Background: an optimization exercise with open tools, aiming at small area, a short achievable clock period and few clock cycles per item. Do not read the settings as production practice.
Where RTL was checked, it was by simulation tests only, not by an equivalence proof against the original.
Power is estimated from default activity; no workload was simulated.

Setup of alpha:
// DT
module DT(
	input			clk,
	input			reset,
	output	reg		done,
	output	reg		sti_rd,
	output	reg	[9:0]	sti_addr,
	input		[15:0]	sti_di,
	output	reg		res_wr,
	output	reg		res_rd,
	output	reg	[13:0]	res_addr,
	output		[7:0]	res_do,
	input		[7:0]	res_di,
	output	reg		fw_finish
	);
Size: roughly 770 cells after synthesis, ~63 I/O pins.
export LEC_CHECK = 0
export ABC_CLOCK_PERIOD_IN_PS = 2500
export CAP_MARGIN = 20
export CORE_MARGIN = 2
export CORE_UTILIZATION = 60
export PLACE_DENSITY = 0.75
export SETUP_SLACK_MARGIN = 2.0
export SLEW_MARGIN = 20
create_clock -name core_clock -period 5.0 [get_ports {clk}]
run.sh (not shown) runs the stock make flow with config.mk's settings and CLKGATE_MAP_FILE= SYNTH_SCRIPT=/design/flow/synth_recipe.tcl, a recipe that flattens the netlist after the stock synthesis.
alpha: PASS, flow complete, no timing, DRC or antenna violations
## Diff of input files: beta against alpha
# alpha
export LEC_CHECK = 0
export ABC_CLOCK_PERIOD_IN_PS = 2500
export CAP_MARGIN = 20
export CORE_MARGIN = 2
export CORE_UTILIZATION = 60
export PLACE_DENSITY = 0.75
export SETUP_SLACK_MARGIN = 2.0
export SLEW_MARGIN = 20
create_clock -name core_clock -period 5.0 [get_ports {clk}]
# beta
export LEC_CHECK = 0
export CAP_MARGIN = 20
export CORE_MARGIN = 2
export CORE_UTILIZATION = 60
export PLACE_DENSITY = 0.75
export SLEW_MARGIN = 20
create_clock -name core_clock -period 5.0 [get_ports {clk}]
Findings:
- Power density normalized to cell area (lower): beta
- The cell area in alpha is 1.12 times that in beta.
- As far as horizontal extent of the die goes, alpha and beta are indistinguishable; the numbers are identical.
Function was not checked in any run of this note: the RTL went through the layout flow alone.

---

Another version of the RTL of DT (not shown whole).
For scale: roughly 750 cells after synthesis.
clock: 5.0 ns
lec_check: 0
abc_area: 1
cap_margin: 20
core_margin: 2
core_utilization: 55
place_density: 0.7
setup_slack_margin: 2.4
slew_margin: 20
standard.sh (not shown) runs the stock make flow with config.mk's settings and CLKGATE_MAP_FILE= SYNTH_SCRIPT=/design/flow/synth_recipe.tcl, a recipe that flattens the netlist after the stock synthesis.
==> flow/flow/run.sh <==
#!/bin/bash
# Standard layout, with plain buffers (instead of delay cells) on the ports.
set -o pipefail
bash standard.sh "BUFFER_PORTS_ARGS=-buffer_cell sky130_fd_sc_hd__buf_1" finish > flow.log 2>&1
The starting point went through all stages and came out clean.
Then changed:
Settings changed: SETUP_SLACK_MARGIN 2.4 to 2.35.
Routed wire length is lower by 0.96%.
Non-clock buffer count went down by 1.
Register-to-register slack is worse by 0.21 ns.
Design area is about the same.
Area after synthesis does not change.
Clock power goes down by about 1%.
Combinational power barely changes.
Function was not checked in any run of this note: the RTL went through the layout flow alone.

---

Another version of the RTL of DT (not shown whole).
For scale: roughly 760 cells after synthesis, roughly 69 flip-flops, roughly 63 I/O pins.
clock: 5.0 ns
lec_check: 0
abc_area: 1
cap_margin: 20
core_margin: 2
core_utilization: 55
place_density: 0.7
setup_slack_margin: 2.3
slew_margin: 20
Scripts as last shown in full above: flow/flow/run.sh
The first run completed without violations.
Testbench counts at the start, summed over its fixed seeds: cycles 1,042,110, images 32.
Then changed:
SETUP_SLACK_MARGIN = 2.4   (was 2.3)
After rerunning: Fmax came out higher by 2.1%; register-to-register slack gets better by 0.05 ns; global-route usage increases by 0.52 points; total power grows by 6.7%; non-clock buffer count climbs by 28.

---

Another version of the RTL of DT (not shown whole).
Size in the first run: ~69 flip-flops, roughly 5400 um^2 of cells after synthesis.
==> flow/config.mk <==
export PLATFORM = sky130hd
export DESIGN_NAME = DT
export DESIGN_NICKNAME = DT
export VERILOG_FILES = /design/flow/design.v
export SDC_FILE = /design/flow/constraint.sdc
export NUM_CORES = 4
export LEC_CHECK = 0
export ABC_AREA = 1
export CAP_MARGIN = 20
export CORE_MARGIN = 2
export CORE_UTILIZATION = 55
export CTS_BUF_LIST = sky130_fd_sc_hd__clkbuf_4
export PLACE_DENSITY = 0.7
export SETUP_SLACK_MARGIN = 2.3
export SLEW_MARGIN = 20
==> flow/constraint.sdc <==
create_clock -name core_clock -period 5.0 [get_ports {clk}]
set_input_delay 1.0000 -clock core_clock [delete_from_list [all_inputs] [get_ports {clk}]]
set_output_delay 1.0000 -clock core_clock [all_outputs]
set_load 0.01 [all_outputs]
Scripts as last shown in full above: flow/flow/run.sh
Next try:
CTS_BUF_LIST = not set   (was sky130_fd_sc_hd__clkbuf_4)
What happened: The new run completed with no timing, DRC or antenna violations. Combinational power hardly moves. Final cell count is lower by 0.51%. Fmax came out lower by 2.4%. Critical path depth falls by 9. Area after synthesis does not change. Count of clock-buffer cells in the layout rises by 3. Worst setup slack is worse by 0.062 ns. First-iteration DRC count went up by 7.9%. Global-route usage went up by 0.16 points. Routed wire length climbs by 1.6%. Die area stays the same.
Next try:
SETUP_SLACK_MARGIN = 2.15   (was 2.3)
Synthesized area does not change.
Design area went down by 3.2%.
Critical path depth went up by 8.
Via count went down by 2.0%.
Count of clock-buffer cells in the layout is unchanged.
Setup slack is worse by 0.091 ns.
First-iteration DRC count went down by 11%.
Global-route usage went down by 0.13 points.
Power went down by 3.6%.
Routed wire length went down by 4.2%.
Worst hold slack is worse by 0.020 ns.
Next try:
SETUP_SLACK_MARGIN = 2.6   (was 2.15)
Worst hold slack improved by 0.056 ns; routed wire length went up by 15%; sequential share of layout area goes down by 4.1 points; worst setup slack gains 0.22 ns; via count increases by 9.4%; synthesized area does not change; first-iteration DRC count came out higher by 32%; utilization is higher by 10 points; non-clock buffer count climbs by 47.
No functional check of the RTL was part of any run of this note.

---

The RTL this note starts from:
==> flow/design.v <==
module DT(
	input			clk,
	input			reset,
	output			done,
	output	reg		sti_rd,
	output		[9:0]	sti_addr,
	input		[15:0]	sti_di,
	output	reg		res_wr,
	output	reg		res_rd,
	output	reg	[13:0]	res_addr,
	output		[7:0]	res_do,
	input		[7:0]	res_di,
	output			fw_finish
	);
localparam [3:0] S_INIT  = 4'd0,
                 S_FDEC  = 4'd1,
                 S_FRA   = 4'd2,
                 S_FRB   = 4'd3,
                 S_FW    = 4'd4,
                 S_FEND  = 4'd5,
                 S_BFIND = 4'd8,
                 S_BGO   = 4'd9,
                 S_BRU   = 4'd10,
                 S_BRV   = 4'd11,
                 S_BF    = 4'd12,
                 S_BL    = 4'd13,
                 S_BWN   = 4'd14,
                 S_DONE  = 4'd15;
function [5:0] min6;
	input [5:0] x, y;
	min6 = (x < y) ? x : y;
endfunction
function [3:0] lsb16;
	input [15:0] v;
	integer i;
	begin
		lsb16 = 4'd0;
		for (i = 15; i >= 0; i = i - 1)
			if (v[i]) lsb16 = i[3:0];
	end
endfunction
reg [3:0] st;
reg [5:0] do_r;		 
reg [5:0] a, b;		 
reg [3:0] k;		 
reg xr;			 
reg wv;			 
reg adj;		 
reg nc;			 
assign res_do = {2'b00, do_r};
assign fw_finish = st[3];
assign done = (st == S_DONE);
reg [9:0] wcnt;
assign sti_addr = wcnt ^ {10{st[3]}};
wire [9:0] sti_step = wcnt + 10'd1;
wire [5:0] di = res_di[5:0];
wire [15:0] srot = {sti_di[14:0], sti_di[15]};	 
wire xn = srot[~k];
wire [15:0] sshr = {1'b0, sti_di[15:1]};	 
reg fobj;		 
wire [15:0] masked = sti_di & (16'hFFFF << k);
wire [3:0] f = lsb16(masked);
wire lt_adi = a < di;
wire [5:0] min_adi = lt_adi ? a : di;
wire [5:0] a_p1 = a + 6'd1;
wire [5:0] di_p1 = di + 6'd1;
wire [5:0] min_adi_p1 = lt_adi ? a_p1 : di_p1;
wire [5:0] fm1 = do_r - 6'd1;
wire bwrite = (a < fm1) || (di < fm1);
reg [6:0] rsrc, csrc;
reg [1:0] drow;		 
reg [1:0] dcol;		 
wire [6:0] rnext = rsrc + {{5{drow[1]}}, drow};
wire [6:0] cnext = csrc + {{5{dcol[1] & dcol[0]}}, dcol};
wire [13:0] anext = {rnext, cnext};
always @(*) begin
	rsrc = res_addr[13:7];
	csrc = res_addr[6:0];
	drow = 2'd0;
	dcol = 2'd1;
	case (st)
	S_FDEC: begin
		if (!fobj) begin
			dcol = 2'd1;
			drow = (res_addr[6:0] == 7'd127) ? 2'd1 : 2'd0;
		end else begin
			drow = 2'd3;
			dcol = wv ? 2'd2 : 2'd0;
		end
	end
	S_FW: begin drow = 2'd1; dcol = 2'd3; end
	S_BGO: begin
		rsrc = ~wcnt[9:3];
		csrc = ~{wcnt[2:0], k};
		drow = (adj && !wv) ? 2'd1 : 2'd0;
		dcol = (adj && !wv) ? 2'd1 : 2'd0;
	end
	S_BRU: dcol = 2'd3;
	S_BRV: begin drow = 2'd3; dcol = 2'd0; end
	S_BF: begin drow = 2'd1; dcol = 2'd3; end
	S_BL: begin drow = 2'd3; dcol = 2'd0; end
	S_BWN: dcol = 2'd3;
	default: ;
	endcase
end
always @(posedge clk or negedge reset) begin
	if (!reset) begin
		st <= S_INIT;
		sti_rd <= 1'b0;
		wcnt <= 10'd0;
		res_wr <= 1'b0;
		res_rd <= 1'b0;
		res_addr <= 14'd16383;
		k <= 4'd0;
		xr <= 1'b0;
		fobj <= 1'b0;
		wv <= 1'b0;
		adj <= 1'b0;
		nc <= 1'b0;
	end else begin
		sti_rd <= 1'b0;
		case (st)
		S_INIT: begin
			sti_rd <= 1'b1;
			wv <= 1'b0;
			xr <= 1'b0;
			fobj <= 1'b0;
			st <= S_FDEC;
		end
		S_FDEC: begin
			res_addr <= anext;
			res_wr <= !fobj;
			res_rd <= fobj;
			if (!fobj) begin
				wv <= 1'b0;
				xr <= xn;
				fobj <= xn & xr;
				k <= k + 4'd1;
				if (k == 4'd14) begin
					sti_rd <= 1'b1;
					wcnt <= sti_step;
				end
				if (res_addr == 14'd16382) st <= S_FEND;
			end else
				st <= wv ? S_FW : S_FRA;
		end
		S_FRA: begin
			res_addr <= anext;
			st <= S_FRB;
		end
		S_FRB: begin
			res_addr <= anext;
			st <= S_FW;
		end
		S_FW: begin
			res_addr <= anext;
			res_wr <= 1'b1;
			res_rd <= 1'b0;
			wv <= 1'b1;
			xr <= xn;
			fobj <= xn;
			k <= k + 4'd1;
			if (k == 4'd14) begin
				sti_rd <= 1'b1;
				wcnt <= sti_step;
			end
			st <= S_FDEC;
		end
		S_FEND: begin
			res_wr <= 1'b0;
			sti_rd <= 1'b1;
			wcnt <= 10'd8;
			k <= 4'd0;
			adj <= 1'b0;
			wv <= 1'b0;
			st <= S_BFIND;
		end
		S_BFIND: begin
			res_wr <= 1'b0;
			res_rd <= 1'b0;
			if (masked == 16'd0) begin
				if (wcnt == 10'd1015) begin
					st <= S_DONE;
				end else begin
					sti_rd <= 1'b1;
					wcnt <= sti_step;
					k <= 4'd0;
					adj <= 1'b0;
				end
			end else begin
				k <= f;
				adj <= adj && (f == k);
				st <= S_BGO;
			end
		end
		S_BGO: begin
			res_addr <= anext;
			if (!adj) begin
				res_wr <= 1'b1;
				wv <= 1'b0;
				adj <= 1'b1;
				k <= k + 4'd1;
				if (k == 4'd15) begin
					sti_rd <= 1'b1;
					wcnt <= sti_step;
				end
				st <= S_BFIND;
			end else begin
				res_rd <= 1'b1;
				st <= wv ? S_BF : S_BRU;
			end
		end
		S_BRU: begin
			res_addr <= anext;
			st <= S_BRV;
		end
		S_BRV: begin
			res_addr <= anext;
			st <= S_BF;
		end
		S_BF: begin
			res_addr <= anext;
			nc <= sshr[k];
			st <= S_BL;
		end
		S_BL: begin
			wv <= 1'b1;
			if (bwrite) begin
				res_addr <= ~{wcnt, k};
				res_wr <= 1'b1;
				res_rd <= 1'b0;
				st <= S_BWN;
			end else if (nc) begin
				res_addr <= anext;
				k <= k + 4'd1;
				st <= S_BF;
			end else begin
				res_rd <= 1'b0;
				k <= k + 4'd1;
				if (k == 4'd15) begin
					sti_rd <= 1'b1;
					wcnt <= sti_step;
				end
				st <= S_BFIND;
			end
		end
		S_BWN: begin
			res_wr <= 1'b0;
			k <= k + 4'd1;
			if (nc) begin
				res_rd <= 1'b1;
				res_addr <= anext;
				st <= S_BF;
			end else begin
				if (k == 4'd15) begin
					sti_rd <= 1'b1;
					wcnt <= sti_step;
				end
				st <= S_BFIND;
			end
		end
		S_DONE: begin
			res_wr <= 1'b0;
			res_rd <= 1'b0;
		end
		default: st <= S_INIT;
		endcase
	end
end
always @(posedge clk) begin
	case (st)
	S_INIT: do_r <= 6'd0;
	S_FDEC: begin
		if (!fobj) do_r <= {5'd0, xr};
		else a <= wv ? min6(a, do_r) : do_r;
	end
	S_FRA: a <= min_adi;
	S_FRB: begin
		a <= min_adi;
		b <= di;
	end
	S_FW: begin
		do_r <= min_adi_p1;
		a <= min6(b, di);
		b <= di;
	end
	S_BGO: begin
		if (!adj) do_r <= 6'd1;
	end
	S_BRU: a <= di;
	S_BRV: begin
		a <= min_adi;
		b <= di;
	end
	S_BF: begin
		a <= min6(a, do_r);
		do_r <= di;
	end
	S_BL: begin
		if (bwrite) do_r <= min_adi_p1;
		a <= min6(b, di);
		b <= di;
	end
	default: ;
	endcase
end
endmodule
clock: 5.0 ns
lec_check: 0
cap_margin: 20
core_margin: 2
core_utilization: 55
place_density: 0.7
setup_slack_margin: 2.0
slew_margin: 20
run.sh (not shown) runs the stock make flow with config.mk's settings and CLKGATE_MAP_FILE= SYNTH_SCRIPT=/design/flow/synth_recipe.tcl, a recipe that flattens the netlist after the stock synthesis.
Stock flow here: none of the scripts above is used.
The first run completed with no timing, DRC or antenna violations.
Testbench counts at the start, summed over its fixed seeds: cycles 1,042,110, images 32.
Rerun with:
SETUP_SLACK_MARGIN = 1.5   (was 2.0)
Result: The changed run went through all stages and came out clean; global-route usage went down by 2.4 points; wire length shrinks by 9.2%; worst hold slack is worse by 0.029 ns; clock-buffer cell count grows by 3.

---

pepper:
RTL: one of the versions met above, not the one the previous note started from.
Size in the first run: roughly 63 I/O pins, roughly 5300 um^2 of cells after synthesis.
## DT
module DT(
	input			clk,
	input			reset,
	output	reg		done,
	output	reg		sti_rd,
	output		[9:0]	sti_addr,
	input		[15:0]	sti_di,
	output	reg		res_wr,
	output	reg		res_rd,
	output	reg	[13:0]	res_addr,
	output		[7:0]	res_do,
	input		[7:0]	res_di,
	output	reg		fw_finish
	);
export LEC_CHECK = 0
export ABC_AREA = 1
export CAP_MARGIN = 0
export CORE_MARGIN = 2
export CORE_UTILIZATION = 55
export PLACE_DENSITY = 0.7
export SETUP_SLACK_MARGIN = 2.3
export SLEW_MARGIN = 0
create_clock -name core_clock -period 5.0 [get_ports {clk}]
standard.sh (not shown) runs the stock make flow with config.mk's settings and CLKGATE_MAP_FILE= SYNTH_SCRIPT=/design/flow/synth_recipe.tcl, a recipe that flattens the netlist after the stock synthesis.
Scripts as last shown in full above: flow/flow/run.sh
pepper completed end to end with timing, DRC and antenna clean.
Testbench counts of pepper, summed over its fixed seeds: cycles 1,042,110, images 32.
> inputs changed (pepper -> harbor)
# pepper
export LEC_CHECK = 0
export ABC_AREA = 1
export CAP_MARGIN = 0
export CORE_MARGIN = 2
export CORE_UTILIZATION = 55
export PLACE_DENSITY = 0.7
export SETUP_SLACK_MARGIN = 2.3
export SLEW_MARGIN = 0
create_clock -name core_clock -period 5.0 [get_ports {clk}]
# harbor
export LEC_CHECK = 0
export ABC_AREA = 1
export CAP_MARGIN = 20
export CORE_MARGIN = 2
export CORE_UTILIZATION = 55
export PLACE_DENSITY = 0.7
export SETUP_SLACK_MARGIN = 2.3
export SLEW_MARGIN = 20
create_clock -name core_clock -period 5.0 [get_ports {clk}]
==> flow/flow/run.sh <==
#!/bin/bash
# The standard layout with two changes:
#  - synthesis maps the logic with flow/abc_area.script (an area-recovering
#    ABC script) in place of ORFS's abc_area.script; everything else in
#    synthesis is the standard one;
#  - the ports get plain buffers instead of delay cells.
set -o pipefail
rm -rf scripts_mod
cp -r "$FLOW_HOME/scripts" scripts_mod
cp flow/abc_area.script scripts_mod/abc_area.script
bash standard.sh "SCRIPTS_DIR=$PWD/scripts_mod" synth > synth.log 2>&1 || exit 1
bash standard.sh "BUFFER_PORTS_ARGS=-buffer_cell sky130_fd_sc_hd__buf_1" finish > flow.log 2>&1
==> flow/flow/abc_area.script (new file) <==
strash
dc2
dch -f
map -a -B 0.9
topo
stime -c
buffer -c
upsize -c
dnsize -c
==> comparison <==
Sequential share of layout area delta for harbor relative to pepper: 1.3 points lower. Taking pepper as the reference, in harbor area share of buffers outside the clock network rose 6.6 points, register-to-register slack fell 100 ps, time the worst path needs with I/O delays and setup rose 200 ps, final period utilization rose 3.9 points, placed standard-cell area fell 290 um^2. Going from pepper to harbor, the non-clock buffer count was found to have gone up by 78%.
Modified inputs, xenon compared to harbor
# harbor
export LEC_CHECK = 0
export ABC_AREA = 1
export CAP_MARGIN = 20
export CORE_MARGIN = 2
export CORE_UTILIZATION = 55
export PLACE_DENSITY = 0.7
export SETUP_SLACK_MARGIN = 2.3
export SLEW_MARGIN = 20
create_clock -name core_clock -period 5.0 [get_ports {clk}]
# xenon
export LEC_CHECK = 0
export ABC_AREA = 1
export CAP_MARGIN = 20
export CORE_MARGIN = 2
export CORE_UTILIZATION = 55
export PLACE_DENSITY = 0.7
export SETUP_SLACK_MARGIN = 2.35
export SLEW_MARGIN = 20
create_clock -name core_clock -period 5.0 [get_ports {clk}]
==> flow/flow/run.sh <==
#!/bin/bash
# Standard layout, with plain buffers (instead of delay cells) on the ports.
set -o pipefail
bash standard.sh "BUFFER_PORTS_ARGS=-buffer_cell sky130_fd_sc_hd__buf_1" finish > flow.log 2>&1
removed: flow/flow/abc_area.script
[summary]
xenon | stages: all done | timing, DRC, antenna: all pass
Non-clock buffer instance count of the final layout sits lower in xenon than in harbor.
harbor → xenon: routed length per instance shrank by about 4.6%; total stage count of the critical path decreased by 7 relative to the old numbers.
Of the two values seen for end point of the critical path, wcnt[3]$_DFFE_PN0P_ was produced by xenon and do_r[2]$_SDFFE_PP0P_ by harbor.
Sequential cell count of the final layout: harbor vs xenon — no meaningful difference
Taking harbor as the reference point, the portion of total power attributed to the clock network of xenon rises by 1.5 points.
Cmp xenon and harbor / routed wire length / lower: harbor
Looking at final HPWL from detailed placement, xenon sits 510 um higher than harbor does.
For raven, these inputs were changed with respect to xenon:
# xenon
export LEC_CHECK = 0
export ABC_AREA = 1
export CAP_MARGIN = 20
export CORE_MARGIN = 2
export CORE_UTILIZATION = 55
export PLACE_DENSITY = 0.7
export SETUP_SLACK_MARGIN = 2.35
export SLEW_MARGIN = 20
create_clock -name core_clock -period 5.0 [get_ports {clk}]
# raven
export LEC_CHECK = 0
export ABC_AREA = 1
export CAP_MARGIN = 0
export CORE_MARGIN = 2
export CORE_UTILIZATION = 55
export PLACE_DENSITY = 0.7
export SETUP_SLACK_MARGIN = 2.35
export SLEW_MARGIN = 0
create_clock -name core_clock -period 5.0 [get_ports {clk}]
Findings:
As far as met1 routed wirelength after detailed routing goes, xenon and raven are indistinguishable; the numbers are identical.
As far as maximum level of the CTS H-tree goes, xenon and raven are indistinguishable; the numbers are identical.
raven -> xenon: share of cell area taken by multi-input logic gates delta 0, exact match
Comparing raven against xenon, there is no change at all in worst hold path stage count.
The final weighted congestion of routability-driven global placement was comparable across xenon and raven.
Area of all sequential standard cells of xenon is on par with raven.
Reported for xenon and raven, HPWL after detailed placement turned out identical to the last digit.

re-timing with driven ports:
How much do the figures lean on ideal ports? The routed layouts below were timed once more, with nothing changed but the port constraints.
Step 1 assumes that a clkbuf_16 drives the clock port and a buf_2 every other input.
Step 2 adds t to the input delays and takes it off the output delays; t is the mean of the earliest and latest rising clock arrival at the registers after step 1. Input paths then give back, and output paths get back, about the clock's delay inside the block.
Slacks: ideal ports / drivers / drivers and shift; pairs: ideal ports / drivers.
| run | t, ns | setup WS [ns] | worst setup path at the end | worst register clock-pin slew, ns | worst data-port slew with drivers (ns) |
|---|---|---|---|---|---|
| alpha | 0.384 | 1.967 / 1.967 / 1.665 | input to register | 0.08 / 0.08 | 0.05 |
| beta | 0.391 | 1.136 / 1.136 / 0.769 | input to register | 0.08 / 0.08 | 0.03 |
| the first run of note 2 | 0.390 | 2.482 / 2.447 / 2.123 | input to register | 0.08 / 0.08 | 0.04 |
| the second run of note 2 | 0.379 | 2.323 / 2.323 / 2.034 | input to register | 0.09 / 0.09 | 0.04 |
| the first run of note 3 | 0.380 | 2.418 / 2.418 / 2.098 | input to register | 0.09 / 0.09 | 0.03 |
| the second run of note 3 | 0.378 | 2.472 / 2.472 / 2.125 | input to register | 0.08 / 0.08 | 0.04 |
| the first run of note 4 | 0.456 | 2.411 / 2.423 / 1.967 | input to register | 0.12 / 0.12 | 0.03 |
| the second run of note 4 | 0.391 | 2.349 / 2.349 / 2.055 | input to register | 0.08 / 0.08 | 0.03 |
| the third run of note 4 | 0.387 | 2.258 / 2.270 / 1.884 | input to register | 0.08 / 0.08 | 0.03 |
| the fourth run of note 4 | 0.392 | 2.482 / 2.489 / 2.097 | input to register | 0.08 / 0.08 | 0.06 |
| the first run of note 5 | 0.402 | 2.018 / 2.004 / 1.713 | input to register | 0.08 / 0.08 | 0.03 |
| the second run of note 5 | 0.396 | 1.489 / 1.504 / 1.108 | input to register | 0.07 / 0.07 | 0.05 |
| pepper | 0.380 | 2.418 / 2.418 / 2.098 | input to register | 0.09 / 0.09 | 0.03 |
| harbor | 0.383 | 2.221 / 2.186 / 1.803 | input to register | 0.09 / 0.09 | 0.06 |
| xenon | 0.391 | 2.487 / 2.487 / 2.110 | input to register | 0.08 / 0.08 | 0.03 |
| raven | 0.391 | 2.487 / 2.487 / 2.110 | input to register | 0.08 / 0.08 | 0.03 |
After both steps setup and hold are still met in every run listed. For the first run of note 4, which loses most, drivers alone change the setup slack by +0.012 ns; drivers and shift together by -0.444 ns.
